Context: an optimization exercise on an open-source flow, tuned for small area, a short achievable clock period and few clock cycles. The choices shown serve that exercise and are no tape-out recipe. No run shown here included a check of the RTL's function; only the layout flow was run. Power figures rest on the tool's default switching activity, not on a simulated workload.

===== constraint.sdc =====
create_clock -name core_clock -period 7.5 [get_ports {clk}]
set_input_delay 1.5000 -clock core_clock [delete_from_list [all_inputs] [get_ports {clk}]]
set_output_delay 1.5000 -clock core_clock [all_outputs]
set_load 0.01 [all_outputs]

===== config.mk =====
export PLATFORM = sky130hd
export DESIGN_NAME = CORDIC
export DESIGN_NICKNAME = CORDIC
export VERILOG_FILES = /design/flow/design.v
export SDC_FILE = /design/flow/constraint.sdc
export NUM_CORES = 4
export LEC_CHECK = 0
export ABC_AREA = 1
export CAP_MARGIN = 20
export CORE_MARGIN = 2
export CORE_UTILIZATION = 40
export SETUP_SLACK_MARGIN = 4
export SLEW_MARGIN = 20
export SYNTH_HIERARCHICAL = 1
export SYNTH_MINIMUM_KEEP_SIZE = 0

===== run.sh =====
#!/bin/bash
# synth_recipe.tcl (not shown) runs the flow's synth.tcl, then flattens the netlist and writes it again
# the make line also repeats each setting of config.mk as NAME=value (left out here)
make -C /OpenROAD-flow-scripts/flow DESIGN_CONFIG=/design/flow/config.mk WORK_HOME=/design/flow/orfs CLKGATE_MAP_FILE= SYNTH_SCRIPT=/design/flow/synth_recipe.tcl finish

===== design.v =====
module CORDIC #(parameter integer W = 32)
(
    input wire clk,
    input wire start,
    input wire signed [31:0] x,
    input wire signed [31:0] y,
    output wire signed [W-1:0]phi,
    output wire done
);
reg [31:0] xr;
reg [31:0] yr;
reg [31:0] z;
reg [4:0] cnt;
reg dn;
reg [0:0] b27;   
reg [2:0] ff;
reg [1:0] c0;
wire d = yr[31];
wire [31:0] xs, ys, xn, yn, zn;
cordic_addsub u_addx (.a(xr), .src(yr), .s({cnt[4:1], c0[0]}), .inv(d), .ld(start), .din(x), .o(xn));
cordic_addsub u_addy (.a(yr), .src(xr), .s({cnt[4:1], ~c0[1]}), .inv(~d), .ld(start), .din(y), .o(yn));
wire [31:0] za;
cordic_ztab u_tab (.i(cnt), .d(d), .dn(dn), .o(za));
cordic_add u_addz (.a(z), .b(za), .ld(start), .o(zn));
wire b26 = ~d;
wire [2:0] fnext;
assign fnext[0] = z[4] & (b26 ? (~z[5] & (&z[10:6])) : (&z[10:5]));
assign fnext[1] = z[4] & (b26 ? (~z[5] & (&z[17:6])) : (&z[17:5]));
assign fnext[2] = z[4] & (b26 ? (~z[5] & (&z[24:6])) : (&z[24:5]));
cordic_fin u_fin (.a(z), .b(b27), .f(ff), .o(phi));
assign done = dn;
always @(posedge clk) begin
    xr <= xn;
    yr <= yn;
    z  <= zn;
    if (start) begin
        cnt <= 5'd0;
        dn  <= 1'b0;
        c0[0] <= 1'b0;
        c0[1] <= 1'b1;
    end else if (!dn) begin
        cnt <= cnt + 5'd1;
        dn  <= (cnt == 5'd26);
        b27 <= {~yn[31]};
        c0[0] <= ~c0[0];
        c0[1] <= ~c0[1];
        if (cnt == 5'd26) ff <= fnext;
    end
end
endmodule
module cordic_shr (input wire [31:0] a, input wire [4:0] s, output wire [31:0] o);
wire [31:0] l0 = s[0] ? {{1{a[31]}}, a[31:1]} : a;
wire [31:0] l1 = s[1] ? {{2{l0[31]}}, l0[31:2]} : l0;
wire [31:0] l2 = s[2] ? {{4{l1[31]}}, l1[31:4]} : l1;
wire [31:0] l3 = s[3] ? {{8{l2[31]}}, l2[31:8]} : l2;
wire [31:0] l4 = s[4] ? {{16{l3[31]}}, l3[31:16]} : l3;
assign o = l4;
endmodule
module cordic_addsub (input wire [31:0] a, input wire [31:0] src, input wire [4:0] s, input wire inv, input wire ld, input wire [31:0] din, output wire [31:0] o);
wire [31:0] ax;
cordic_xor u_x (.a(a), .s(inv), .o(ax));
wire [31:0] p, g;
cordic_shpg u_pg (.a(a), .ax(ax), .src(src), .s(s), .cin(inv), .p(p), .g(g));
cordic_pfxl u_pfx (.p(p), .g(g), .cin(inv), .ld(ld), .din(din), .o(o));
endmodule
module cordic_pfxl (input wire [31:0] p, input wire [31:0] g, input wire cin, input wire ld, input wire [31:0] din, output wire [31:0] o);
wire [31:0] s;
wire G0_1 = g[1] | (p[1] & g[0]);
wire G0_3 = g[3] | (p[3] & g[2]);
wire P0_3 = p[3] & p[2];
wire G0_5 = g[5] | (p[5] & g[4]);
wire P0_5 = p[5] & p[4];
wire G0_7 = g[7] | (p[7] & g[6]);
wire P0_7 = p[7] & p[6];
wire G0_9 = g[9] | (p[9] & g[8]);
wire P0_9 = p[9] & p[8];
wire G0_11 = g[11] | (p[11] & g[10]);
wire P0_11 = p[11] & p[10];
wire G0_13 = g[13] | (p[13] & g[12]);
wire P0_13 = p[13] & p[12];
wire G0_15 = g[15] | (p[15] & g[14]);
wire P0_15 = p[15] & p[14];
wire G0_17 = g[17] | (p[17] & g[16]);
wire P0_17 = p[17] & p[16];
wire G0_19 = g[19] | (p[19] & g[18]);
wire P0_19 = p[19] & p[18];
wire G0_21 = g[21] | (p[21] & g[20]);
wire P0_21 = p[21] & p[20];
wire G0_23 = g[23] | (p[23] & g[22]);
wire P0_23 = p[23] & p[22];
wire G0_25 = g[25] | (p[25] & g[24]);
wire P0_25 = p[25] & p[24];
wire G0_27 = g[27] | (p[27] & g[26]);
wire P0_27 = p[27] & p[26];
wire G0_29 = g[29] | (p[29] & g[28]);
wire P0_29 = p[29] & p[28];
wire G0_31 = g[31] | (p[31] & g[30]);
wire P0_31 = p[31] & p[30];
wire G1_2 = g[2] | (p[2] & G0_1);
wire G1_3 = G0_3 | (P0_3 & G0_1);
wire G1_6 = g[6] | (p[6] & G0_5);
wire P1_6 = p[6] & P0_5;
wire G1_7 = G0_7 | (P0_7 & G0_5);
wire P1_7 = P0_7 & P0_5;
wire G1_10 = g[10] | (p[10] & G0_9);
wire P1_10 = p[10] & P0_9;
wire G1_11 = G0_11 | (P0_11 & G0_9);
wire P1_11 = P0_11 & P0_9;
wire G1_14 = g[14] | (p[14] & G0_13);
wire P1_14 = p[14] & P0_13;
wire G1_15 = G0_15 | (P0_15 & G0_13);
wire P1_15 = P0_15 & P0_13;
wire G1_18 = g[18] | (p[18] & G0_17);
wire P1_18 = p[18] & P0_17;
wire G1_19 = G0_19 | (P0_19 & G0_17);
wire P1_19 = P0_19 & P0_17;
wire G1_22 = g[22] | (p[22] & G0_21);
wire P1_22 = p[22] & P0_21;
wire G1_23 = G0_23 | (P0_23 & G0_21);
wire P1_23 = P0_23 & P0_21;
wire G1_26 = g[26] | (p[26] & G0_25);
wire P1_26 = p[26] & P0_25;
wire G1_27 = G0_27 | (P0_27 & G0_25);
wire P1_27 = P0_27 & P0_25;
wire G1_30 = g[30] | (p[30] & G0_29);
wire P1_30 = p[30] & P0_29;
wire G1_31 = G0_31 | (P0_31 & G0_29);
wire P1_31 = P0_31 & P0_29;
wire G2_4 = g[4] | (p[4] & G1_3);
wire G2_5 = G0_5 | (P0_5 & G1_3);
wire G2_6 = G1_6 | (P1_6 & G1_3);
wire G2_7 = G1_7 | (P1_7 & G1_3);
wire G2_12 = g[12] | (p[12] & G1_11);
wire P2_12 = p[12] & P1_11;
wire G2_13 = G0_13 | (P0_13 & G1_11);
wire P2_13 = P0_13 & P1_11;
wire G2_14 = G1_14 | (P1_14 & G1_11);
wire P2_14 = P1_14 & P1_11;
wire G2_15 = G1_15 | (P1_15 & G1_11);
wire P2_15 = P1_15 & P1_11;
wire G2_20 = g[20] | (p[20] & G1_19);
wire P2_20 = p[20] & P1_19;
wire G2_21 = G0_21 | (P0_21 & G1_19);
wire P2_21 = P0_21 & P1_19;
wire G2_22 = G1_22 | (P1_22 & G1_19);
wire P2_22 = P1_22 & P1_19;
wire G2_23 = G1_23 | (P1_23 & G1_19);
wire P2_23 = P1_23 & P1_19;
wire G2_28 = g[28] | (p[28] & G1_27);
wire P2_28 = p[28] & P1_27;
wire G2_29 = G0_29 | (P0_29 & G1_27);
wire P2_29 = P0_29 & P1_27;
wire G2_30 = G1_30 | (P1_30 & G1_27);
wire P2_30 = P1_30 & P1_27;
wire G2_31 = G1_31 | (P1_31 & G1_27);
wire P2_31 = P1_31 & P1_27;
wire G3_8 = g[8] | (p[8] & G2_7);
wire G3_9 = G0_9 | (P0_9 & G2_7);
wire G3_10 = G1_10 | (P1_10 & G2_7);
wire G3_11 = G1_11 | (P1_11 & G2_7);
wire G3_12 = G2_12 | (P2_12 & G2_7);
wire G3_13 = G2_13 | (P2_13 & G2_7);
wire G3_14 = G2_14 | (P2_14 & G2_7);
wire G3_15 = G2_15 | (P2_15 & G2_7);
wire G3_24 = g[24] | (p[24] & G2_23);
wire P3_24 = p[24] & P2_23;
wire G3_25 = G0_25 | (P0_25 & G2_23);
wire P3_25 = P0_25 & P2_23;
wire G3_26 = G1_26 | (P1_26 & G2_23);
wire P3_26 = P1_26 & P2_23;
wire G3_27 = G1_27 | (P1_27 & G2_23);
wire P3_27 = P1_27 & P2_23;
wire G3_28 = G2_28 | (P2_28 & G2_23);
wire P3_28 = P2_28 & P2_23;
wire G3_29 = G2_29 | (P2_29 & G2_23);
wire P3_29 = P2_29 & P2_23;
wire G3_30 = G2_30 | (P2_30 & G2_23);
wire P3_30 = P2_30 & P2_23;
wire G3_31 = G2_31 | (P2_31 & G2_23);
wire P3_31 = P2_31 & P2_23;
wire G4_16 = g[16] | (p[16] & G3_15);
wire G4_17 = G0_17 | (P0_17 & G3_15);
wire G4_18 = G1_18 | (P1_18 & G3_15);
wire G4_19 = G1_19 | (P1_19 & G3_15);
wire G4_20 = G2_20 | (P2_20 & G3_15);
wire G4_21 = G2_21 | (P2_21 & G3_15);
wire G4_22 = G2_22 | (P2_22 & G3_15);
wire G4_23 = G2_23 | (P2_23 & G3_15);
wire G4_24 = G3_24 | (P3_24 & G3_15);
wire G4_25 = G3_25 | (P3_25 & G3_15);
wire G4_26 = G3_26 | (P3_26 & G3_15);
wire G4_27 = G3_27 | (P3_27 & G3_15);
wire G4_28 = G3_28 | (P3_28 & G3_15);
wire G4_29 = G3_29 | (P3_29 & G3_15);
wire G4_30 = G3_30 | (P3_30 & G3_15);
wire G4_31 = G3_31 | (P3_31 & G3_15);
assign s = p ^ {G4_30, G4_29, G4_28, G4_27, G4_26, G4_25, G4_24, G4_23, G4_22, G4_21, G4_20, G4_19, G4_18, G4_17, G4_16, G3_15, G3_14, G3_13, G3_12, G3_11, G3_10, G3_9, G3_8, G2_7, G2_6, G2_5, G2_4, G1_3, G1_2, G0_1, g[0], cin};
assign o = ld ? din : s;
endmodule
module cordic_shpg (input wire [31:0] a, input wire [31:0] ax, input wire [31:0] src, input wire [4:0] s, input wire cin, output wire [31:0] p, output wire [31:0] g);
wire [31:0] l0 = s[0] ? {{1{src[31]}}, src[31:1]} : src;
wire [31:0] l1 = s[1] ? {{2{l0[31]}}, l0[31:2]} : l0;
wire [31:0] l2 = s[2] ? {{4{l1[31]}}, l1[31:4]} : l1;
wire [31:0] l3 = s[3] ? {{8{l2[31]}}, l2[31:8]} : l2;
wire [31:0] l4 = s[4] ? {{16{l3[31]}}, l3[31:16]} : l3;
assign p = ax ^ l4;
wire [31:0] g1 = a & ~p;
assign g = {g1[31:1], g1[0] | (p[0] & cin)};
endmodule
module cordic_xor (input wire [31:0] a, input wire s, output wire [31:0] o);
assign o = a ^ {32{s}};
endmodule
module cordic_pgx (input wire [31:0] a, input wire [31:0] ax, input wire [31:0] b, input wire cin, output wire [31:0] p, output wire [31:0] g);
assign p = ax ^ b;
wire [31:0] g1 = a & ~p;
assign g = {g1[31:1], g1[0] | (p[0] & cin)};
endmodule
module cordic_pfx (input wire [31:0] p, input wire [31:0] g, input wire cin, output wire [31:0] o);
wire G0_1 = g[1] | (p[1] & g[0]);
wire G0_3 = g[3] | (p[3] & g[2]);
wire P0_3 = p[3] & p[2];
wire G0_5 = g[5] | (p[5] & g[4]);
wire P0_5 = p[5] & p[4];
wire G0_7 = g[7] | (p[7] & g[6]);
wire P0_7 = p[7] & p[6];
wire G0_9 = g[9] | (p[9] & g[8]);
wire P0_9 = p[9] & p[8];
wire G0_11 = g[11] | (p[11] & g[10]);
wire P0_11 = p[11] & p[10];
wire G0_13 = g[13] | (p[13] & g[12]);
wire P0_13 = p[13] & p[12];
wire G0_15 = g[15] | (p[15] & g[14]);
wire P0_15 = p[15] & p[14];
wire G0_17 = g[17] | (p[17] & g[16]);
wire P0_17 = p[17] & p[16];
wire G0_19 = g[19] | (p[19] & g[18]);
wire P0_19 = p[19] & p[18];
wire G0_21 = g[21] | (p[21] & g[20]);
wire P0_21 = p[21] & p[20];
wire G0_23 = g[23] | (p[23] & g[22]);
wire P0_23 = p[23] & p[22];
wire G0_25 = g[25] | (p[25] & g[24]);
wire P0_25 = p[25] & p[24];
wire G0_27 = g[27] | (p[27] & g[26]);
wire P0_27 = p[27] & p[26];
wire G0_29 = g[29] | (p[29] & g[28]);
wire P0_29 = p[29] & p[28];
wire G0_31 = g[31] | (p[31] & g[30]);
wire P0_31 = p[31] & p[30];
wire G1_2 = g[2] | (p[2] & G0_1);
wire G1_3 = G0_3 | (P0_3 & G0_1);
wire G1_6 = g[6] | (p[6] & G0_5);
wire P1_6 = p[6] & P0_5;
wire G1_7 = G0_7 | (P0_7 & G0_5);
wire P1_7 = P0_7 & P0_5;
wire G1_10 = g[10] | (p[10] & G0_9);
wire P1_10 = p[10] & P0_9;
wire G1_11 = G0_11 | (P0_11 & G0_9);
wire P1_11 = P0_11 & P0_9;
wire G1_14 = g[14] | (p[14] & G0_13);
wire P1_14 = p[14] & P0_13;
wire G1_15 = G0_15 | (P0_15 & G0_13);
wire P1_15 = P0_15 & P0_13;
wire G1_18 = g[18] | (p[18] & G0_17);
wire P1_18 = p[18] & P0_17;
wire G1_19 = G0_19 | (P0_19 & G0_17);
wire P1_19 = P0_19 & P0_17;
wire G1_22 = g[22] | (p[22] & G0_21);
wire P1_22 = p[22] & P0_21;
wire G1_23 = G0_23 | (P0_23 & G0_21);
wire P1_23 = P0_23 & P0_21;
wire G1_26 = g[26] | (p[26] & G0_25);
wire P1_26 = p[26] & P0_25;
wire G1_27 = G0_27 | (P0_27 & G0_25);
wire P1_27 = P0_27 & P0_25;
wire G1_30 = g[30] | (p[30] & G0_29);
wire P1_30 = p[30] & P0_29;
wire G1_31 = G0_31 | (P0_31 & G0_29);
wire P1_31 = P0_31 & P0_29;
wire G2_4 = g[4] | (p[4] & G1_3);
wire G2_5 = G0_5 | (P0_5 & G1_3);
wire G2_6 = G1_6 | (P1_6 & G1_3);
wire G2_7 = G1_7 | (P1_7 & G1_3);
wire G2_12 = g[12] | (p[12] & G1_11);
wire P2_12 = p[12] & P1_11;
wire G2_13 = G0_13 | (P0_13 & G1_11);
wire P2_13 = P0_13 & P1_11;
wire G2_14 = G1_14 | (P1_14 & G1_11);
wire P2_14 = P1_14 & P1_11;
wire G2_15 = G1_15 | (P1_15 & G1_11);
wire P2_15 = P1_15 & P1_11;
wire G2_20 = g[20] | (p[20] & G1_19);
wire P2_20 = p[20] & P1_19;
wire G2_21 = G0_21 | (P0_21 & G1_19);
wire P2_21 = P0_21 & P1_19;
wire G2_22 = G1_22 | (P1_22 & G1_19);
wire P2_22 = P1_22 & P1_19;
wire G2_23 = G1_23 | (P1_23 & G1_19);
wire P2_23 = P1_23 & P1_19;
wire G2_28 = g[28] | (p[28] & G1_27);
wire P2_28 = p[28] & P1_27;
wire G2_29 = G0_29 | (P0_29 & G1_27);
wire P2_29 = P0_29 & P1_27;
wire G2_30 = G1_30 | (P1_30 & G1_27);
wire P2_30 = P1_30 & P1_27;
wire G2_31 = G1_31 | (P1_31 & G1_27);
wire P2_31 = P1_31 & P1_27;
wire G3_8 = g[8] | (p[8] & G2_7);
wire G3_9 = G0_9 | (P0_9 & G2_7);
wire G3_10 = G1_10 | (P1_10 & G2_7);
wire G3_11 = G1_11 | (P1_11 & G2_7);
wire G3_12 = G2_12 | (P2_12 & G2_7);
wire G3_13 = G2_13 | (P2_13 & G2_7);
wire G3_14 = G2_14 | (P2_14 & G2_7);
wire G3_15 = G2_15 | (P2_15 & G2_7);
wire G3_24 = g[24] | (p[24] & G2_23);
wire P3_24 = p[24] & P2_23;
wire G3_25 = G0_25 | (P0_25 & G2_23);
wire P3_25 = P0_25 & P2_23;
wire G3_26 = G1_26 | (P1_26 & G2_23);
wire P3_26 = P1_26 & P2_23;
wire G3_27 = G1_27 | (P1_27 & G2_23);
wire P3_27 = P1_27 & P2_23;
wire G3_28 = G2_28 | (P2_28 & G2_23);
wire P3_28 = P2_28 & P2_23;
wire G3_29 = G2_29 | (P2_29 & G2_23);
wire P3_29 = P2_29 & P2_23;
wire G3_30 = G2_30 | (P2_30 & G2_23);
wire P3_30 = P2_30 & P2_23;
wire G3_31 = G2_31 | (P2_31 & G2_23);
wire P3_31 = P2_31 & P2_23;
wire G4_16 = g[16] | (p[16] & G3_15);
wire G4_17 = G0_17 | (P0_17 & G3_15);
wire G4_18 = G1_18 | (P1_18 & G3_15);
wire G4_19 = G1_19 | (P1_19 & G3_15);
wire G4_20 = G2_20 | (P2_20 & G3_15);
wire G4_21 = G2_21 | (P2_21 & G3_15);
wire G4_22 = G2_22 | (P2_22 & G3_15);
wire G4_23 = G2_23 | (P2_23 & G3_15);
wire G4_24 = G3_24 | (P3_24 & G3_15);
wire G4_25 = G3_25 | (P3_25 & G3_15);
wire G4_26 = G3_26 | (P3_26 & G3_15);
wire G4_27 = G3_27 | (P3_27 & G3_15);
wire G4_28 = G3_28 | (P3_28 & G3_15);
wire G4_29 = G3_29 | (P3_29 & G3_15);
wire G4_30 = G3_30 | (P3_30 & G3_15);
wire G4_31 = G3_31 | (P3_31 & G3_15);
assign o = p ^ {G4_30, G4_29, G4_28, G4_27, G4_26, G4_25, G4_24, G4_23, G4_22, G4_21, G4_20, G4_19, G4_18, G4_17, G4_16, G3_15, G3_14, G3_13, G3_12, G3_11, G3_10, G3_9, G3_8, G2_7, G2_6, G2_5, G2_4, G1_3, G1_2, G0_1, g[0], cin};
endmodule
module cordic_pfxz (input wire [31:0] p, input wire [31:0] g, input wire cin, input wire ld, output wire [31:0] o);
wire [31:0] s;
wire G0_1 = g[1] | (p[1] & g[0]);
wire G0_3 = g[3] | (p[3] & g[2]);
wire P0_3 = p[3] & p[2];
wire G0_5 = g[5] | (p[5] & g[4]);
wire P0_5 = p[5] & p[4];
wire G0_7 = g[7] | (p[7] & g[6]);
wire P0_7 = p[7] & p[6];
wire G0_9 = g[9] | (p[9] & g[8]);
wire P0_9 = p[9] & p[8];
wire G0_11 = g[11] | (p[11] & g[10]);
wire P0_11 = p[11] & p[10];
wire G0_13 = g[13] | (p[13] & g[12]);
wire P0_13 = p[13] & p[12];
wire G0_15 = g[15] | (p[15] & g[14]);
wire P0_15 = p[15] & p[14];
wire G0_17 = g[17] | (p[17] & g[16]);
wire P0_17 = p[17] & p[16];
wire G0_19 = g[19] | (p[19] & g[18]);
wire P0_19 = p[19] & p[18];
wire G0_21 = g[21] | (p[21] & g[20]);
wire P0_21 = p[21] & p[20];
wire G0_23 = g[23] | (p[23] & g[22]);
wire P0_23 = p[23] & p[22];
wire G0_25 = g[25] | (p[25] & g[24]);
wire P0_25 = p[25] & p[24];
wire G0_27 = g[27] | (p[27] & g[26]);
wire P0_27 = p[27] & p[26];
wire G0_29 = g[29] | (p[29] & g[28]);
wire P0_29 = p[29] & p[28];
wire G0_31 = g[31] | (p[31] & g[30]);
wire P0_31 = p[31] & p[30];
wire G1_2 = g[2] | (p[2] & G0_1);
wire G1_3 = G0_3 | (P0_3 & G0_1);
wire G1_6 = g[6] | (p[6] & G0_5);
wire P1_6 = p[6] & P0_5;
wire G1_7 = G0_7 | (P0_7 & G0_5);
wire P1_7 = P0_7 & P0_5;
wire G1_10 = g[10] | (p[10] & G0_9);
wire P1_10 = p[10] & P0_9;
wire G1_11 = G0_11 | (P0_11 & G0_9);
wire P1_11 = P0_11 & P0_9;
wire G1_14 = g[14] | (p[14] & G0_13);
wire P1_14 = p[14] & P0_13;
wire G1_15 = G0_15 | (P0_15 & G0_13);
wire P1_15 = P0_15 & P0_13;
wire G1_18 = g[18] | (p[18] & G0_17);
wire P1_18 = p[18] & P0_17;
wire G1_19 = G0_19 | (P0_19 & G0_17);
wire P1_19 = P0_19 & P0_17;
wire G1_22 = g[22] | (p[22] & G0_21);
wire P1_22 = p[22] & P0_21;
wire G1_23 = G0_23 | (P0_23 & G0_21);
wire P1_23 = P0_23 & P0_21;
wire G1_26 = g[26] | (p[26] & G0_25);
wire P1_26 = p[26] & P0_25;
wire G1_27 = G0_27 | (P0_27 & G0_25);
wire P1_27 = P0_27 & P0_25;
wire G1_30 = g[30] | (p[30] & G0_29);
wire P1_30 = p[30] & P0_29;
wire G1_31 = G0_31 | (P0_31 & G0_29);
wire P1_31 = P0_31 & P0_29;
wire G2_4 = g[4] | (p[4] & G1_3);
wire G2_5 = G0_5 | (P0_5 & G1_3);
wire G2_6 = G1_6 | (P1_6 & G1_3);
wire G2_7 = G1_7 | (P1_7 & G1_3);
wire G2_12 = g[12] | (p[12] & G1_11);
wire P2_12 = p[12] & P1_11;
wire G2_13 = G0_13 | (P0_13 & G1_11);
wire P2_13 = P0_13 & P1_11;
wire G2_14 = G1_14 | (P1_14 & G1_11);
wire P2_14 = P1_14 & P1_11;
wire G2_15 = G1_15 | (P1_15 & G1_11);
wire P2_15 = P1_15 & P1_11;
wire G2_20 = g[20] | (p[20] & G1_19);
wire P2_20 = p[20] & P1_19;
wire G2_21 = G0_21 | (P0_21 & G1_19);
wire P2_21 = P0_21 & P1_19;
wire G2_22 = G1_22 | (P1_22 & G1_19);
wire P2_22 = P1_22 & P1_19;
wire G2_23 = G1_23 | (P1_23 & G1_19);
wire P2_23 = P1_23 & P1_19;
wire G2_28 = g[28] | (p[28] & G1_27);
wire P2_28 = p[28] & P1_27;
wire G2_29 = G0_29 | (P0_29 & G1_27);
wire P2_29 = P0_29 & P1_27;
wire G2_30 = G1_30 | (P1_30 & G1_27);
wire P2_30 = P1_30 & P1_27;
wire G2_31 = G1_31 | (P1_31 & G1_27);
wire P2_31 = P1_31 & P1_27;
wire G3_8 = g[8] | (p[8] & G2_7);
wire G3_9 = G0_9 | (P0_9 & G2_7);
wire G3_10 = G1_10 | (P1_10 & G2_7);
wire G3_11 = G1_11 | (P1_11 & G2_7);
wire G3_12 = G2_12 | (P2_12 & G2_7);
wire G3_13 = G2_13 | (P2_13 & G2_7);
wire G3_14 = G2_14 | (P2_14 & G2_7);
wire G3_15 = G2_15 | (P2_15 & G2_7);
wire G3_24 = g[24] | (p[24] & G2_23);
wire P3_24 = p[24] & P2_23;
wire G3_25 = G0_25 | (P0_25 & G2_23);
wire P3_25 = P0_25 & P2_23;
wire G3_26 = G1_26 | (P1_26 & G2_23);
wire P3_26 = P1_26 & P2_23;
wire G3_27 = G1_27 | (P1_27 & G2_23);
wire P3_27 = P1_27 & P2_23;
wire G3_28 = G2_28 | (P2_28 & G2_23);
wire P3_28 = P2_28 & P2_23;
wire G3_29 = G2_29 | (P2_29 & G2_23);
wire P3_29 = P2_29 & P2_23;
wire G3_30 = G2_30 | (P2_30 & G2_23);
wire P3_30 = P2_30 & P2_23;
wire G3_31 = G2_31 | (P2_31 & G2_23);
wire P3_31 = P2_31 & P2_23;
wire G4_16 = g[16] | (p[16] & G3_15);
wire G4_17 = G0_17 | (P0_17 & G3_15);
wire G4_18 = G1_18 | (P1_18 & G3_15);
wire G4_19 = G1_19 | (P1_19 & G3_15);
wire G4_20 = G2_20 | (P2_20 & G3_15);
wire G4_21 = G2_21 | (P2_21 & G3_15);
wire G4_22 = G2_22 | (P2_22 & G3_15);
wire G4_23 = G2_23 | (P2_23 & G3_15);
wire G4_24 = G3_24 | (P3_24 & G3_15);
wire G4_25 = G3_25 | (P3_25 & G3_15);
wire G4_26 = G3_26 | (P3_26 & G3_15);
wire G4_27 = G3_27 | (P3_27 & G3_15);
wire G4_28 = G3_28 | (P3_28 & G3_15);
wire G4_29 = G3_29 | (P3_29 & G3_15);
wire G4_30 = G3_30 | (P3_30 & G3_15);
wire G4_31 = G3_31 | (P3_31 & G3_15);
assign s = p ^ {G4_30, G4_29, G4_28, G4_27, G4_26, G4_25, G4_24, G4_23, G4_22, G4_21, G4_20, G4_19, G4_18, G4_17, G4_16, G3_15, G3_14, G3_13, G3_12, G3_11, G3_10, G3_9, G3_8, G2_7, G2_6, G2_5, G2_4, G1_3, G1_2, G0_1, g[0], cin};
assign o = ld ? 32'h906dfdfb : s;
endmodule
module cordic_add (input wire [31:0] a, input wire [31:0] b, input wire ld, output wire [31:0] o);
wire [31:0] p, g;
cordic_pgz u_pg (.a(a), .b(b), .p(p), .g(g));
cordic_pfxz u_pfx (.p(p), .g(g), .cin(1'b0), .ld(ld), .o(o));
endmodule
module cordic_pgz (input wire [31:0] a, input wire [31:0] b, output wire [31:0] p, output wire [31:0] g);
assign p = a ^ b;
assign g = a & b;
endmodule
module cordic_ztab (input wire [4:0] i, input wire d, input wire dn, output wire [31:0] o);
wire [31:0] t =
    ({32{i == 5'd0}} & 32'h6487ed52) |
    ({32{i == 5'd1}} & 32'h3b58ce0a) |
    ({32{i == 5'd2}} & 32'h1f5b75fa) |
    ({32{i == 5'd3}} & 32'h0feadd4e) |
    ({32{i == 5'd4}} & 32'h07fd56ee) |
    ({32{i == 5'd5}} & 32'h03ffaab8) |
    ({32{i == 5'd6}} & 32'h01fff556) |
    ({32{i == 5'd7}} & 32'h00fffeaa) |
    ({32{i == 5'd8}} & 32'h007fffd6) |
    ({32{i == 5'd9}} & 32'h003ffffa) |
    ({32{i == 5'd10}} & 32'h00200000) |
    ({32{i == 5'd11}} & 32'h00100000) |
    ({32{i == 5'd12}} & 32'h00080000) |
    ({32{i == 5'd13}} & 32'h00040000) |
    ({32{i == 5'd14}} & 32'h00020000) |
    ({32{i == 5'd15}} & 32'h00010000) |
    ({32{i == 5'd16}} & 32'h00008000) |
    ({32{i == 5'd17}} & 32'h00004000) |
    ({32{i == 5'd18}} & 32'h00002000) |
    ({32{i == 5'd19}} & 32'h00001000) |
    ({32{i == 5'd20}} & 32'h00000800) |
    ({32{i == 5'd21}} & 32'h00000400) |
    ({32{i == 5'd22}} & 32'h00000200) |
    ({32{i == 5'd23}} & 32'h00000100) |
    ({32{i == 5'd24}} & 32'h00000080) |
    ({32{i == 5'd25}} & 32'h00000040) |
    ({32{i == 5'd26}} & 32'h00000020);
assign o = d ? 32'h0 : t;
endmodule
module cordic_fin (input wire [31:0] a, input wire b, input wire [2:0] f, output wire [31:0] o);
assign o[3:0] = a[3:0];
wire c0 = b;
assign o[4] = a[4] ^ c0;
assign o[5] = a[5] ^ (c0 & (&a[4:4]));
assign o[6] = a[6] ^ (c0 & (&a[5:4]));
assign o[7] = a[7] ^ (c0 & (&a[6:4]));
assign o[8] = a[8] ^ (c0 & (&a[7:4]));
assign o[9] = a[9] ^ (c0 & (&a[8:4]));
assign o[10] = a[10] ^ (c0 & (&a[9:4]));
wire c1 = (b & f[0]);
assign o[11] = a[11] ^ c1;
assign o[12] = a[12] ^ (c1 & (&a[11:11]));
assign o[13] = a[13] ^ (c1 & (&a[12:11]));
assign o[14] = a[14] ^ (c1 & (&a[13:11]));
assign o[15] = a[15] ^ (c1 & (&a[14:11]));
assign o[16] = a[16] ^ (c1 & (&a[15:11]));
assign o[17] = a[17] ^ (c1 & (&a[16:11]));
wire c2 = (b & f[1]);
assign o[18] = a[18] ^ c2;
assign o[19] = a[19] ^ (c2 & (&a[18:18]));
assign o[20] = a[20] ^ (c2 & (&a[19:18]));
assign o[21] = a[21] ^ (c2 & (&a[20:18]));
assign o[22] = a[22] ^ (c2 & (&a[21:18]));
assign o[23] = a[23] ^ (c2 & (&a[22:18]));
assign o[24] = a[24] ^ (c2 & (&a[23:18]));
wire c3 = (b & f[2]);
assign o[25] = a[25] ^ c3;
assign o[26] = a[26] ^ (c3 & (&a[25:25]));
assign o[27] = a[27] ^ (c3 & (&a[26:25]));
assign o[28] = a[28] ^ (c3 & (&a[27:25]));
assign o[29] = a[29] ^ (c3 & (&a[28:25]));
assign o[30] = a[30] ^ (c3 & (&a[29:25]));
assign o[31] = a[31] ^ (c3 & (&a[30:25]));
endmodule

==> qor.yml, run 1 <==
run_status: "timing/DRC/antenna clean"
crit_path_max_fanout: 5
cts_buffer_depth: 2
die_h_um: 197
clock_tree_from_tritoncts: "yes"
relSlewSlack_pct: 37.7
detail-route-antenna-nets: 0
routed-via-count: 17600
routed_wl_um: 50400
worst-path-stages: 5
cellLeakagePower_nw: 9.75
design.die.area_um2: 38800
mappedNetlistArea_um2: 14900
worst-slew-pin-transition_ns: 0.934
crit-reg2reg-capture: "z[16]$_DFF_P_"
fillCellCount: 4058
gr-usage-all-layers_pct: 25.9
flow.area_growth_from_synthesis_pct: 12.5
worst-endpoint-arrival_ns: 1.92
finalClockSkew_ns: 0.0121
finalWorstSetupSlack_ns: 4.08
timing.hold.worst_path_depth: 1
startpoint_type: "register"
worst-r2r-setup-slack_ns: 4.18
io-pin-count: 99
cts_buffer_count: 9
route.detailed.wl_per_inst_um: 14.8
fin_worst_hold_slack_ns: 0.479
path_delay_family: "buffers and inverters"
endpoint: "phi[25]"
placement.io_buffers: 98
grt_pass1_vias: 15900
r2r_start: "cnt[2]$_SDFFE_PP0N_"
ctsHtreeMaxLevel: 3
drt_iter0_markers: 1511
layout_worst_path_cycle_share_pct: 45.7
setup_viol: 0
grt_remaining_overflow: 0
worst_ir_drop_vdd_uv: 223
placed_cells: 3351
synth.avg_cell_area_um2: 5.17
root_buffer: "sky130_fd_sc_hd__clkbuf_16"
dr.pass1.iters: 7
critical_path.n_buffers_inverters: 3
antenna_found_initial: 0
clkSlewWorstSetupHoldPaths_ns: 0.08
number_of_standard_cells_in_the_layout_taps_in_and_fillers_out: 3414
grt_max_degree: 62
num_rows: 70
synthesis.yosys.warnings: 7
critical_path.slowest_cell: "sky130_fd_sc_hd__clkdlybuf4s50_1"
final_layout_size_suffix_gt1_share_pct: 6.92
power_density_nw_per_um2: 469
postSynthCellCount: 2882
unrepaired_setup_endpoints_after_global_routing: "true"
most_frequent_cells_in_the_layout: "sky130_fd_sc_hd__nand2_1, sky130_fd_sc_hd__nand3_1, sky130_fd_sc_hd__inv_1"
report.final.slew_viol_count: 0
timing.max_cap.violations: 0
gp_routability_congestion: 0.947
cpPeakStageDelay_ns: 0.53
fp.coreArea_um2: 36600
tritoncts_num_sinks: 108
place_ws_ns: 3.34
maxClockFrequency_mhz: 292
cp_data_required_time_ns: 6.00
final_hold_viol_count: 0
clkLatencyLatePin_ns: 0.40
setup.worst_path.start: "b27$_DFFE_PP_"
design.final.nets: 3060
vias_per_cell: 5.16
timing.critical_path.cells: "buf_6 -> nand2_4 -> inv_1 -> ha_1 -> clkdlybuf4s50_1"
worst-setup-path-type: "reg -> out"
timing.hold.worst.class: "reg -> reg"
totalPowerFinal_mw: 7.86
most_common_library_cell_in_the_layout_ignoring_fill_and_taps: "sky130_fd_sc_hd__nand2_1"
initial_utilization_pct: 40.7
grt_pass1_wl_um: 80800
shortest_period_the_worst_path_allows_ns: 3.42
drc: 0
worstSetupEndpointType: "output port"
setup_tns_ns: 0
antenna_cells_inserted: 0
r2r_cells: 15
hpwl_um: 37900
die_w_um: 197
[registers in the layout, indices dropped and copies added (netlist names)]
name,cells
b27,1
c0,2
cnt,5
dn,1
ff,3
xr,32
yr,32
z,32
[how the worst min path moves through the flow]
| stage | start | endpoint |
|---|---|---|
| detailed placement | c0[1]$_SDFFE_PP1N_ | c0[1]$_SDFFE_PP1N_ |
| floorplan | c0[1]$_SDFFE_PP1N_ | c0[1]$_SDFFE_PP1N_ |
| global placement | c0[1]$_SDFFE_PP1N_ | c0[1]$_SDFFE_PP1N_ |
| CTS | c0[1]$_SDFFE_PP1N_ | c0[1]$_SDFFE_PP1N_ |
| finish | c0[1]$_SDFFE_PP1N_ | c0[1]$_SDFFE_PP1N_ |
| global route | c0[1]$_SDFFE_PP1N_ | c0[1]$_SDFFE_PP1N_ |
[layer usage]
metal | track usage [%] | vias up | routed length (µm)
li1 | - | 9163 | -
met1 | 32.2 | 7830 | 21900
met3 | 3.15 | 106 | 2480
met2 | 45.5 | 521 | 24200
met5 | 0 | - | 0
met4 | 9.86 | 0 | 1770
[metrics by stage]
stage / cell area (µm²) / util (%)
2_1_floorplan: 14900 / -
3_3_place_gp: 15900 / 43.4
3_5_place_dp: 15900 / 43.4
4_1_cts: 16400 / 44.9
5_1_grt: 16800 / 45.8
6_report: 16800 / 45.8
[cell type report]
type | count | area, µm² | area share (%)
clock inverter | 3 | 46.3 | 0.276
tap | 468 | 586 | 3.50
clock buffer | 13 | 260 | 1.55
timing repair buffer | 147 | 1470 | 8.78
multi-input combinational | 2278 | 10600 | 63.2
sequential | 108 | 2220 | 13.3
inverter | 390 | 1530 | 9.12
timing repair inverter | 7 | 52.6 | 0.314
[power by group]
part	internal [mW]	switching, mW
logic	2.13	3.86
registers	0.854	0.472
clock network	0.279	0.262
[timing repair]
| item | 4_1_cts | 5_1_grt |
|---|---|---|
| setup endpoints to repair | 87 | 53 |
| resized for setup | 35 | 33 |
| cloned | 7 | 1 |
| buffers inserted | 15 | 24 |
| hold buffers | 0 | 0 |
| pin swaps | 0 | 1 |
| hold endpoints to repair | 0 | 0 |
==> inputs of run 2 (changes only) <==
--- a/config.mk
+++ b/config.mk
@@ -11,3 +11,3 @@
 export CORE_UTILIZATION = 40
-export SETUP_SLACK_MARGIN = 4
+export SETUP_SLACK_MARGIN = 4.2
 export SLEW_MARGIN = 20
==> run 2 against run 1 <==
  * Still clean on timing, DRC and antenna
  * Count of clock-buffer cells in the layout did not move
  * Sequential power barely moved
  * First-iteration DRC count is 28% higher
  * Sequential share of layout area down 0.32 points
  * Worst setup slack better by 0.060 ns
  * Sequential cell count unchanged
  * Wire length is 2.8% higher
  * Register-to-register slack improved by 0.15 ns
  * Critical endpoint is now phi[19]
  * Largest cell class unchanged
  * Highest routed layer unchanged
==> qor.yml, run 2 <==
run_status: "timing/DRC/antenna clean"  # unchanged
place_ws_ns: 3.34  # unchanged
fin_worst_hold_slack_ns: 0.478  # was 0.479 ns
initial_utilization_pct: 40.7  # unchanged
grt_remaining_overflow: 0  # unchanged
totalPowerFinal_mw: 7.99  # was 7.86 mW
placement.io_buffers: 98  # unchanged
hold_path.startpoint: "c0[1]$_SDFFE_PP1N_"  # unchanged
report.final.slew_viol_count: 0  # unchanged
tritoncts_num_sinks: 108  # unchanged
synth.avg_cell_area_um2: 5.17  # unchanged
gp_routability_congestion: 0.947  # unchanged
antenna_cells_inserted: 0  # unchanged
timing.max_cap.violations: 0  # unchanged
fillCellCount: 4024  # was 4058
crit_path_max_fanout: 4  # was 5
most_common_library_cell_in_the_layout_ignoring_fill_and_taps: "sky130_fd_sc_hd__nand2_1"  # unchanged
shortest_period_the_worst_path_allows_ns: 3.36  # was 3.42 ns
placed_cells: 3351  # unchanged
crit-reg2reg-capture: "xr[17]$_DFF_P_"  # was z[16]$_DFF_P_
clock_tree_from_tritoncts: "yes"  # unchanged
hpwl_um: 37900  # unchanged
setup_tns_ns: 0  # unchanged
worst-setup-path-type: "reg -> out"  # unchanged
hold_path_end: "c0[1]$_SDFFE_PP1N_"  # unchanged
switching_share_pct: 58.3  # was 58.5%
layout_worst_path_cycle_share_pct: 44.9  # was 45.7%
worst-r2r-setup-slack_ns: 4.33  # was 4.18 ns
cts_hold_buffers: 0  # unchanged
fp.coreArea_um2: 36600  # unchanged
cts_buffer_count: 9  # unchanged
relSlewSlack_pct: 37.8  # was 37.7%
grt_pass1_vias: 16000  # was 15900
number_of_standard_cells_in_the_layout_taps_in_and_fillers_out: 3444  # was 3414
gr-usage-all-layers_pct: 26.2  # was 25.9%
num_rows: 70  # unchanged
dr.pass1.iters: 6  # was 7
final_hold_viol_count: 0  # unchanged
finalWorstSetupSlack_ns: 4.14  # was 4.08 ns
seq_power_share_pct: 16.5  # was 16.9%
routed-via-count: 18000  # was 17600
ctsHtreeMaxLevel: 3  # unchanged
route.detailed.wl_per_inst_um: 15.0  # was 14.8 µm
r2r_start: "c0[0]$_SDFFE_PP0N_"  # was cnt[2]$_SDFFE_PP0N_
setup_viol: 0  # unchanged
p_comb_share_pct: 76.7  # was 76.2%
root_buffer: "sky130_fd_sc_hd__clkbuf_16"  # unchanged
finalClockSkew_ns: 0.00846  # was 0.0121 ns
reg_top3: "xr (32), yr (32), z (32)"  # unchanged
routed_wl_um: 51800  # was 50400 µm
synthesis.yosys.warnings: 7  # unchanged
drt_iter0_markers: 1936  # was 1511
mappedNetlistArea_um2: 14900  # unchanged
antenna_found_initial: 0  # unchanged
final_layout_size_suffix_gt1_share_pct: 8.97  # was 6.92%
design_area_um2: 17300  # was 16800 µm²
startpoint_type: "register"  # unchanged
cellLeakagePower_nw: 10.0  # was 9.75 nW
vias_per_cell: 5.22  # was 5.16
io-pin-count: 99  # unchanged
power_density_nw_per_um2: 463  # was 469 nW/µm²
design.final.nets: 3090  # was 3060
worst_ir_drop_vdd_uv: 223  # about the same
die_w_um: 197  # unchanged
grt_pass1_wl_um: 81700  # was 80800 µm
clkPwrFrac_pct: 6.7  # was 6.9%
cp_data_required_time_ns: 6.00  # about the same
clkLatencyLatePin_ns: 0.40  # about the same
die_h_um: 197  # unchanged
power_switching_mw: 4.66  # was 4.60 mW
worst-slew-pin-transition_ns: 0.933  # was 0.934 ns
timing.hold.worst.class: "reg -> reg"  # unchanged
cts_buffer_depth: 2  # unchanged
postSynthCellCount: 2882  # unchanged
maxClockFrequency_mhz: 297  # was 292 MHz
drc: 0  # unchanged
design.die.area_um2: 38800  # unchanged
post_dp_cell_area_um2: 15900  # unchanged
unrepaired_setup_endpoints_after_global_routing: "true"  # unchanged
most_frequent_cells_in_the_layout: "sky130_fd_sc_hd__nand2_1, sky130_fd_sc_hd__nand3_1, sky130_fd_sc_hd__inv_1"  # unchanged
grt_max_degree: 62  # unchanged
flow.area_growth_from_synthesis_pct: 15.8  # was 12.5%
timing.hold.worst_path_depth: 1  # unchanged
detail-route-antenna-nets: 0  # unchanged
internal_power_mw: 3.33  # was 3.27 mW
r2r_cells: 20  # was 15
worst-endpoint-arrival_ns: 1.86  # was 1.92 ns
clkSlewWorstSetupHoldPaths_ns: 0.08  # about the same
post-route-util_pct: 47.1  # was 45.8%
worstSetupEndpointType: "output port"  # unchanged
[run 2: how the worst max path moves through the flow]
stage / from / to / slack [ns] / cells past startpoint
after floorplan: cnt[2]$_SDFFE_PP0N_ / xr[17]$_DFF_P_ / 4.52 / 23
after global placement: cnt[2]$_SDFFE_PP0N_ / xr[17]$_DFF_P_ / 3.37 / 21
after detailed placement: cnt[2]$_SDFFE_PP0N_ / xr[17]$_DFF_P_ / 3.34 / 21
after CTS: b27$_DFFE_PP_ / phi[17] / 4.09 / 6
after global routing: c0[0]$_SDFFE_PP0N_ / xr[17]$_DFF_P_ / 4.04 / 20
final: b27$_DFFE_PP_ / phi[19] / 4.14 / 7
[run 2: layout make-up]
| cell class | count | area [µm²] | area share [%] |
|---|---|---|---|
| Clock buffer | 13 | 260 | 1.51 |
| Clock inverter | 3 | 46.3 | 0.268 |
| Inverter | 390 | 1550 | 8.96 |
| Multi-Input combinational cell | 2278 | 10700 | 62.1 |
| Sequential cell | 108 | 2240 | 13.0 |
| Tap cell | 468 | 586 | 3.39 |
| Timing Repair Buffer | 177 | 1820 | 10.5 |
| Timing Repair inverter | 7 | 52.6 | 0.305 |
[run 2: power by group through the flow]
| stage | Combinational (mW) | Sequential (mW) | Clock [mW] |
|---|---|---|---|
| 6_report | 6.13 | 1.32 | 0.539 |
| 5_1_grt | 7.07 | 1.35 | 0.578 |
| 4_1_cts | 5.95 | 1.32 | 0.563 |
| 3_5_place_dp | 5.88 | 1.35 | 0 |
| 3_3_place_gp | 5.75 | 1.35 | 0 |
| 2_1_floorplan | 4.81 | 1.11 | 0 |
[run 2: routing by layer]
| layer | GRT usage [%] | share of wire [%] | vias up |
|---|---|---|---|
| met5 | 0 | 0 | - |
| met4 | 10.1 | 3.6 | 0 |
| met3 | 2.98 | 5.7 | 124 |
| met2 | 46.1 | 48 | 601 |
| met1 | 32.7 | 43 | 8022 |
| li1 | - | - | 9227 |
[run 2: critical path: stages, from the launching register on]
cell and delay (ns):
sky130_fd_sc_hd__edfxtp_1 0.38, sky130_fd_sc_hd__buf_6 0.16, sky130_fd_sc_hd__buf_4 0.15, sky130_fd_sc_hd__nand2_2 0.09, sky130_fd_sc_hd__inv_2 0.06, sky130_fd_sc_hd__ha_1 0.19
sky130_fd_sc_hd__xor2_1 0.15, sky130_fd_sc_hd__dlygate4sd2_1 0.28
[run 2: what timing repair did]
| item | CTS | global route |
|---|---|---|
| cloned | 7 | 5 |
| hold endpoints to repair | 0 | 0 |
| resized for setup | 75 | 62 |
| endpoints found under the setup margin | 108 | 53 |
| pin swaps | 1 | 5 |
| setup buffers | 28 | 37 |
==> inputs of run 3 (changes only) <==
--- a/design.v
+++ b/design.v
@@ -19,7 +19,9 @@
 wire [31:0] xs, ys, xn, yn, zn;
-cordic_addsub u_addx (.a(xr), .src(yr), .s({cnt[4:1], c0[0]}), .inv(d), .ld(start), .din(x), .o(xn));
-cordic_addsub u_addy (.a(yr), .src(xr), .s({cnt[4:1], ~c0[1]}), .inv(~d), .ld(start), .din(y), .o(yn));
+cordic_shr u_shx (.a(yr), .s({cnt[4:1], c0[0]}), .o(xs));
+cordic_shr u_shy (.a(xr), .s({cnt[4:1], ~c0[1]}), .o(ys));
+cordic_addsub u_addx (.a(xr), .b(xs), .inv(d), .ld(start), .din(x), .o(xn));
+cordic_addsub u_addy (.a(yr), .b(ys), .inv(~d), .ld(start), .din(y), .o(yn));
 wire [31:0] za;
 cordic_ztab u_tab (.i(cnt), .d(d), .dn(dn), .o(za));
-cordic_add u_addz (.a(z), .b(za), .ld(start), .o(zn));
+cordic_add u_addz (.a(z), .b(za), .o(zn));
 wire b26 = ~d;
@@ -34,3 +36,6 @@
     yr <= yn;
-    z  <= zn;
+    if (start)
+        z <= 32'h906dfdfb;
+    else
+        z <= zn;
     if (start) begin
@@ -58,3 +63,3 @@
 endmodule
-module cordic_addsub (input wire [31:0] a, input wire [31:0] src, input wire [4:0] s, input wire inv, input wire ld, input wire [31:0] din, output wire [31:0] o);
+module cordic_addsub (input wire [31:0] a, input wire [31:0] b, input wire inv, input wire ld, input wire [31:0] din, output wire [31:0] o);
 wire [31:0] ax;
@@ -62,3 +67,3 @@
 wire [31:0] p, g;
-cordic_shpg u_pg (.a(a), .ax(ax), .src(src), .s(s), .cin(inv), .p(p), .g(g));
+cordic_pgx u_pg (.a(a), .ax(ax), .b(b), .cin(inv), .p(p), .g(g));
 cordic_pfxl u_pfx (.p(p), .g(g), .cin(inv), .ld(ld), .din(din), .o(o));
@@ -199,12 +204,2 @@
 endmodule
-module cordic_shpg (input wire [31:0] a, input wire [31:0] ax, input wire [31:0] src, input wire [4:0] s, input wire cin, output wire [31:0] p, output wire [31:0] g);
-wire [31:0] l0 = s[0] ? {{1{src[31]}}, src[31:1]} : src;
-wire [31:0] l1 = s[1] ? {{2{l0[31]}}, l0[31:2]} : l0;
-wire [31:0] l2 = s[2] ? {{4{l1[31]}}, l1[31:4]} : l1;
-wire [31:0] l3 = s[3] ? {{8{l2[31]}}, l2[31:8]} : l2;
-wire [31:0] l4 = s[4] ? {{16{l3[31]}}, l3[31:16]} : l3;
-assign p = ax ^ l4;
-wire [31:0] g1 = a & ~p;
-assign g = {g1[31:1], g1[0] | (p[0] & cin)};
-endmodule
 module cordic_xor (input wire [31:0] a, input wire s, output wire [31:0] o);
@@ -349,140 +344,6 @@
 endmodule
-module cordic_pfxz (input wire [31:0] p, input wire [31:0] g, input wire cin, input wire ld, output wire [31:0] o);
-wire [31:0] s;
-wire G0_1 = g[1] | (p[1] & g[0]);
-wire G0_3 = g[3] | (p[3] & g[2]);
-wire P0_3 = p[3] & p[2];
-wire G0_5 = g[5] | (p[5] & g[4]);
-wire P0_5 = p[5] & p[4];
-wire G0_7 = g[7] | (p[7] & g[6]);
-wire P0_7 = p[7] & p[6];
-wire G0_9 = g[9] | (p[9] & g[8]);
-wire P0_9 = p[9] & p[8];
-wire G0_11 = g[11] | (p[11] & g[10]);
-wire P0_11 = p[11] & p[10];
-wire G0_13 = g[13] | (p[13] & g[12]);
-wire P0_13 = p[13] & p[12];
-wire G0_15 = g[15] | (p[15] & g[14]);
-wire P0_15 = p[15] & p[14];
-wire G0_17 = g[17] | (p[17] & g[16]);
-wire P0_17 = p[17] & p[16];
-wire G0_19 = g[19] | (p[19] & g[18]);
-wire P0_19 = p[19] & p[18];
-wire G0_21 = g[21] | (p[21] & g[20]);
-wire P0_21 = p[21] & p[20];
-wire G0_23 = g[23] | (p[23] & g[22]);
-wire P0_23 = p[23] & p[22];
-wire G0_25 = g[25] | (p[25] & g[24]);
-wire P0_25 = p[25] & p[24];
-wire G0_27 = g[27] | (p[27] & g[26]);
-wire P0_27 = p[27] & p[26];
-wire G0_29 = g[29] | (p[29] & g[28]);
-wire P0_29 = p[29] & p[28];
-wire G0_31 = g[31] | (p[31] & g[30]);
-wire P0_31 = p[31] & p[30];
-wire G1_2 = g[2] | (p[2] & G0_1);
-wire G1_3 = G0_3 | (P0_3 & G0_1);
-wire G1_6 = g[6] | (p[6] & G0_5);
-wire P1_6 = p[6] & P0_5;
-wire G1_7 = G0_7 | (P0_7 & G0_5);
-wire P1_7 = P0_7 & P0_5;
-wire G1_10 = g[10] | (p[10] & G0_9);
-wire P1_10 = p[10] & P0_9;
-wire G1_11 = G0_11 | (P0_11 & G0_9);
-wire P1_11 = P0_11 & P0_9;
-wire G1_14 = g[14] | (p[14] & G0_13);
-wire P1_14 = p[14] & P0_13;
-wire G1_15 = G0_15 | (P0_15 & G0_13);
-wire P1_15 = P0_15 & P0_13;
-wire G1_18 = g[18] | (p[18] & G0_17);
-wire P1_18 = p[18] & P0_17;
-wire G1_19 = G0_19 | (P0_19 & G0_17);
-wire P1_19 = P0_19 & P0_17;
-wire G1_22 = g[22] | (p[22] & G0_21);
-wire P1_22 = p[22] & P0_21;
-wire G1_23 = G0_23 | (P0_23 & G0_21);
-wire P1_23 = P0_23 & P0_21;
-wire G1_26 = g[26] | (p[26] & G0_25);
-wire P1_26 = p[26] & P0_25;
-wire G1_27 = G0_27 | (P0_27 & G0_25);
-wire P1_27 = P0_27 & P0_25;
-wire G1_30 = g[30] | (p[30] & G0_29);
-wire P1_30 = p[30] & P0_29;
-wire G1_31 = G0_31 | (P0_31 & G0_29);
-wire P1_31 = P0_31 & P0_29;
-wire G2_4 = g[4] | (p[4] & G1_3);
-wire G2_5 = G0_5 | (P0_5 & G1_3);
-wire G2_6 = G1_6 | (P1_6 & G1_3);
-wire G2_7 = G1_7 | (P1_7 & G1_3);
-wire G2_12 = g[12] | (p[12] & G1_11);
-wire P2_12 = p[12] & P1_11;
-wire G2_13 = G0_13 | (P0_13 & G1_11);
-wire P2_13 = P0_13 & P1_11;
-wire G2_14 = G1_14 | (P1_14 & G1_11);
-wire P2_14 = P1_14 & P1_11;
-wire G2_15 = G1_15 | (P1_15 & G1_11);
-wire P2_15 = P1_15 & P1_11;
-wire G2_20 = g[20] | (p[20] & G1_19);
-wire P2_20 = p[20] & P1_19;
-wire G2_21 = G0_21 | (P0_21 & G1_19);
-wire P2_21 = P0_21 & P1_19;
-wire G2_22 = G1_22 | (P1_22 & G1_19);
-wire P2_22 = P1_22 & P1_19;
-wire G2_23 = G1_23 | (P1_23 & G1_19);
-wire P2_23 = P1_23 & P1_19;
-wire G2_28 = g[28] | (p[28] & G1_27);
-wire P2_28 = p[28] & P1_27;
-wire G2_29 = G0_29 | (P0_29 & G1_27);
-wire P2_29 = P0_29 & P1_27;
-wire G2_30 = G1_30 | (P1_30 & G1_27);
-wire P2_30 = P1_30 & P1_27;
-wire G2_31 = G1_31 | (P1_31 & G1_27);
-wire P2_31 = P1_31 & P1_27;
-wire G3_8 = g[8] | (p[8] & G2_7);
-wire G3_9 = G0_9 | (P0_9 & G2_7);
-wire G3_10 = G1_10 | (P1_10 & G2_7);
-wire G3_11 = G1_11 | (P1_11 & G2_7);
-wire G3_12 = G2_12 | (P2_12 & G2_7);
-wire G3_13 = G2_13 | (P2_13 & G2_7);
-wire G3_14 = G2_14 | (P2_14 & G2_7);
-wire G3_15 = G2_15 | (P2_15 & G2_7);
-wire G3_24 = g[24] | (p[24] & G2_23);
-wire P3_24 = p[24] & P2_23;
-wire G3_25 = G0_25 | (P0_25 & G2_23);
-wire P3_25 = P0_25 & P2_23;
-wire G3_26 = G1_26 | (P1_26 & G2_23);
-wire P3_26 = P1_26 & P2_23;
-wire G3_27 = G1_27 | (P1_27 & G2_23);
-wire P3_27 = P1_27 & P2_23;
-wire G3_28 = G2_28 | (P2_28 & G2_23);
-wire P3_28 = P2_28 & P2_23;
-wire G3_29 = G2_29 | (P2_29 & G2_23);
-wire P3_29 = P2_29 & P2_23;
-wire G3_30 = G2_30 | (P2_30 & G2_23);
-wire P3_30 = P2_30 & P2_23;
-wire G3_31 = G2_31 | (P2_31 & G2_23);
-wire P3_31 = P2_31 & P2_23;
-wire G4_16 = g[16] | (p[16] & G3_15);
-wire G4_17 = G0_17 | (P0_17 & G3_15);
-wire G4_18 = G1_18 | (P1_18 & G3_15);
-wire G4_19 = G1_19 | (P1_19 & G3_15);
-wire G4_20 = G2_20 | (P2_20 & G3_15);
-wire G4_21 = G2_21 | (P2_21 & G3_15);
-wire G4_22 = G2_22 | (P2_22 & G3_15);
-wire G4_23 = G2_23 | (P2_23 & G3_15);
-wire G4_24 = G3_24 | (P3_24 & G3_15);
-wire G4_25 = G3_25 | (P3_25 & G3_15);
-wire G4_26 = G3_26 | (P3_26 & G3_15);
-wire G4_27 = G3_27 | (P3_27 & G3_15);
-wire G4_28 = G3_28 | (P3_28 & G3_15);
-wire G4_29 = G3_29 | (P3_29 & G3_15);
-wire G4_30 = G3_30 | (P3_30 & G3_15);
-wire G4_31 = G3_31 | (P3_31 & G3_15);
-assign s = p ^ {G4_30, G4_29, G4_28, G4_27, G4_26, G4_25, G4_24, G4_23, G4_22, G4_21, G4_20, G4_19, G4_18, G4_17, G4_16, G3_15, G3_14, G3_13, G3_12, G3_11, G3_10, G3_9, G3_8, G2_7, G2_6, G2_5, G2_4, G1_3, G1_2, G0_1, g[0], cin};
-assign o = ld ? 32'h906dfdfb : s;
-endmodule
-module cordic_add (input wire [31:0] a, input wire [31:0] b, input wire ld, output wire [31:0] o);
+module cordic_add (input wire [31:0] a, input wire [31:0] b, output wire [31:0] o);
 wire [31:0] p, g;
 cordic_pgz u_pg (.a(a), .b(b), .p(p), .g(g));
-cordic_pfxz u_pfx (.p(p), .g(g), .cin(1'b0), .ld(ld), .o(o));
+cordic_pfx u_pfx (.p(p), .g(g), .cin(1'b0), .o(o));
 endmodule
--- a/config.mk
+++ b/config.mk
@@ -11,3 +11,3 @@
 export CORE_UTILIZATION = 40
-export SETUP_SLACK_MARGIN = 4.2
+export SETUP_SLACK_MARGIN = 4
 export SLEW_MARGIN = 20
==> run 3 against run 2 <==
  * Still clean
  * Synthesized cell count grew 1.7%
  * Combinational power grew 5.7%
  * Count of clock-buffer cells in the layout shrank 3
  * Total power grew 5.7%
  * Via count shrank 2.4%
  * Sequential power grew 5%
  * Worst setup slack lost 0.042 ns
  * Worst hold slack gained 0.015 ns
  * Non-clock buffer count shrank 34
  * Largest cell class unchanged
  * Highest routed layer unchanged
==> qor.yml, run 3 <==
routed_wl_um: 50700  # was 51800 µm
most_frequent_cells_in_the_layout: "sky130_fd_sc_hd__nand2_1, sky130_fd_sc_hd__nand3_1, sky130_fd_sc_hd__inv_1"  # unchanged
cellLeakagePower_nw: 10.3  # was 10.0 nW
cts_buffer_count: 9  # unchanged
design_area_um2: 17400  # was 17300 µm²
totalPowerFinal_mw: 8.44  # was 7.99 mW
route.layer.met1.wl_um: 23300  # was 22100 µm
route.detailed.wl_per_inst_um: 14.5  # was 15.0 µm
design.die.area_um2: 40400  # was 38800 µm²
worst_ir_drop_vdd_uv: 247  # was 223 µV
cp_data_required_time_ns: 6.00  # about the same
power_density_nw_per_um2: 484  # was 463 nW/µm²
report.final.slew_viol_count: 0  # unchanged
gr-usage-all-layers_pct: 24.5  # was 26.2%
startpoint_type: "register"  # unchanged
clkLatencyLatePin_ns: 0.40  # about the same
clkSlewWorstSetupHoldPaths_ns: 0.08  # about the same
seq_power_share_pct: 16.3  # was 16.5%
power_switching_mw: 4.96  # was 4.66 mW
die_w_um: 201  # was 197 µm
crit_path_max_fanout: 5  # was 4
switching_share_pct: 58.8  # was 58.3%
grt_max_degree: 68  # was 62
worst-r2r-setup-slack_ns: 4.14  # was 4.33 ns
synthesis.yosys.warnings: 7  # unchanged
run_status: "timing/DRC/antenna clean"  # unchanged
placement.io_buffers: 98  # unchanged
initial_utilization_pct: 40.3  # was 40.7%
met2_wirelength_um: 23700  # was 24900 µm
timing.hold.worst_path_depth: 1  # unchanged
cts_hold_buffers: 0  # unchanged
dr_wl_met3_um: 2340  # was 2960 µm
p_comb_share_pct: 76.8  # was 76.7%
finalWorstSetupSlack_ns: 4.09  # was 4.14 ns
root_buffer: "sky130_fd_sc_hd__clkbuf_16"  # unchanged
endpoint: "phi[24]"  # was phi[19]
tritoncts_num_sinks: 108  # unchanged
fin_worst_hold_slack_ns: 0.493  # was 0.478 ns
gp_routability_congestion: 0.931  # was 0.947
grt_pass1_wl_um: 81100  # was 81700 µm
detail-route-antenna-nets: 0  # unchanged
r2r_start: "cnt[1]$_SDFFE_PP0N_"  # was c0[0]$_SDFFE_PP0N_
routed.top_layer: "met4"  # unchanged
place_ws_ns: 3.60  # was 3.34 ns
worst-endpoint-arrival_ns: 1.91  # was 1.86 ns
maxClockFrequency_mhz: 294  # was 297 MHz
layout_worst_path_cycle_share_pct: 45.4  # was 44.9%
flow.area_growth_from_synthesis_pct: 12.3  # was 15.8%
most_common_library_cell_in_the_layout_ignoring_fill_and_taps: "sky130_fd_sc_hd__nand2_1"  # unchanged
worstSetupEndpointType: "output port"  # unchanged
reg_top3: "xr (32), yr (32), z (32)"  # unchanged
grt_remaining_overflow: 0  # unchanged
post_dp_cell_area_um2: 16400  # was 15900 µm²
synth.avg_cell_area_um2: 5.30  # was 5.17 µm²
io-pin-count: 99  # unchanged
clock_tree_from_tritoncts: "yes"  # unchanged
relSlewSlack_pct: 36.4  # was 37.8%
cts_buffer_depth: 2  # unchanged
worst-slew-pin-transition_ns: 0.953  # was 0.933 ns
internal_power_mw: 3.48  # was 3.33 mW
num_rows: 72  # was 70
setup_viol: 0  # unchanged
mappedNetlistArea_um2: 15500  # was 14900 µm²
worst-setup-path-type: "reg -> out"  # unchanged
dr.pass1.iters: 6  # unchanged
vias_per_cell: 5.00  # was 5.22
timing.max_cap.violations: 0  # unchanged
setup.worst_path.start: "b27$_DFFE_PP_"  # unchanged
drt_iter0_markers: 1553  # was 1936
r2r_cells: 24  # was 20
unrepaired_setup_endpoints_after_global_routing: "true"  # unchanged
postSynthCellCount: 2930  # was 2882
final_hold_viol_count: 0  # unchanged
crit-reg2reg-capture: "yr[17]$_DFF_P_"  # was xr[17]$_DFF_P_
design.final.nets: 3103  # was 3090
fp.coreArea_um2: 38500  # was 36600 µm²
routed-via-count: 17500  # was 18000
finalClockSkew_ns: 0.0156  # was 0.00846 ns
antenna_cells_inserted: 0  # unchanged
ctsHtreeMaxLevel: 3  # unchanged
clkPwrFrac_pct: 6.9  # was 6.7%
shortest_period_the_worst_path_allows_ns: 3.41  # was 3.36 ns
grt_pass1_vias: 15900  # was 16000
antenna_found_initial: 0  # unchanged
die_h_um: 201  # was 197 µm
final_layout_size_suffix_gt1_share_pct: 10.7  # was 8.97%
hpwl_um: 38000  # was 37900 µm
timing.hold.worst.class: "reg -> reg"  # unchanged
drc: 0  # unchanged
setup_tns_ns: 0  # unchanged
[run 3: through the flow]
stage	std cells	util, %
global route	3507	45.3
floorplan	2931	-
detailed placement	3450	42.7
finish	3507	45.3
global placement	3450	42.7
CTS	3481	43.9
[run 3: worst max-delay path, cell delays in order (launching register included)]
cell and delay [ns]:
sky130_fd_sc_hd__edfxtp_1 0.37, sky130_fd_sc_hd__buf_4 0.18, sky130_fd_sc_hd__nand2_2 0.14, sky130_fd_sc_hd__inv_1 0.10
sky130_fd_sc_hd__nand3_1 0.09, sky130_fd_sc_hd__nand2_1 0.05, sky130_fd_sc_hd__nand2_1 0.05, sky130_fd_sc_hd__clkdlybuf4s50_1 0.53
[run 3: power by group through the flow]
| stage | registers [mW] | logic (mW) | clock network, mW |
|---|---|---|---|
| 2_1_floorplan | 1.14 | 5.17 | 0 |
| 3_3_place_gp | 1.37 | 6.16 | 0 |
| 3_5_place_dp | 1.38 | 6.26 | 0 |
| 4_1_cts | 1.37 | 6.29 | 0.603 |
| 5_1_grt | 1.41 | 7.49 | 0.618 |
| 6_report | 1.38 | 6.48 | 0.582 |
[run 3: how the worst min path moves through the flow]
stage                                   from            endpoint  slack [ns]
after floorplan           c0[1]$_SDFFE_PP1N_  c0[1]$_SDFFE_PP1N_        0.43
after global placement    c0[1]$_SDFFE_PP1N_  c0[1]$_SDFFE_PP1N_        0.45
after detailed placement  c0[1]$_SDFFE_PP1N_  c0[1]$_SDFFE_PP1N_        0.46
after CTS                 c0[1]$_SDFFE_PP1N_  c0[1]$_SDFFE_PP1N_        0.47
after global routing      c0[1]$_SDFFE_PP1N_  c0[1]$_SDFFE_PP1N_        0.50
final                     c0[1]$_SDFFE_PP1N_  c0[1]$_SDFFE_PP1N_        0.49
[run 3: metal layers]
layer / up-vias / track usage (%)
met5: - / 0
met4: 0 / 7.17
met3: 83 / 2.97
met2: 456 / 41.9
met1: 7861 / 32.3
li1: 9149 / -
[run 3: what timing repair did]
| action | in CTS | in global routing |
|---|---|---|
| endpoints found under the setup margin | 69 | 79 |
| gates cloned | 5 | 4 |
| setup buffers | 10 | 22 |
| gates resized for setup | 29 | 82 |
| pin swaps | 3 | 5 |
[run 3: area by class of cell]
type / instances / area (µm²)
fill: 4202 / 21000
multi-input combinational: 2282 / 11000
sequential: 108 / 2220
inverter: 434 / 1720
timing repair buffer: 143 / 1500
tap: 518 / 648
clock buffer: 10 / 239
clock inverter: 6 / 95.1
timing repair inverter: 6 / 45.0

-- static timing again, ports no longer ideal --
The flow's constraints put no driver on any port. The routed layouts listed below were extracted and timed again, unchanged, in two steps. Step 1 (the two cells are an assumption about what drives the block):
set clk [get_ports {clk}]
set_driving_cell -lib_cell sky130_fd_sc_hd__clkbuf_16 $clk
set_driving_cell -lib_cell sky130_fd_sc_hd__buf_2 [delete_from_list [all_inputs] $clk]
Step 2 also shifts input and output timing later by t, the mid clock arrival at the registers, as if the neighbouring blocks saw the same clock. a / b / c = ideal / step 1 / step 2; a / b = the first two.
| run | shift t [ns] | slack for setup (ns) | worst setup path after step 2 |
|---|---|---|---|
| run 1 | 0.448 | 4.076 / 4.020 / 4.184 | register to register |
| run 2 | 0.449 | 4.136 / 4.079 / 4.214 | input to register |
| run 3 | 0.455 | 4.094 / 4.037 / 4.138 | register to register |
After both steps every run listed still meets setup and hold.
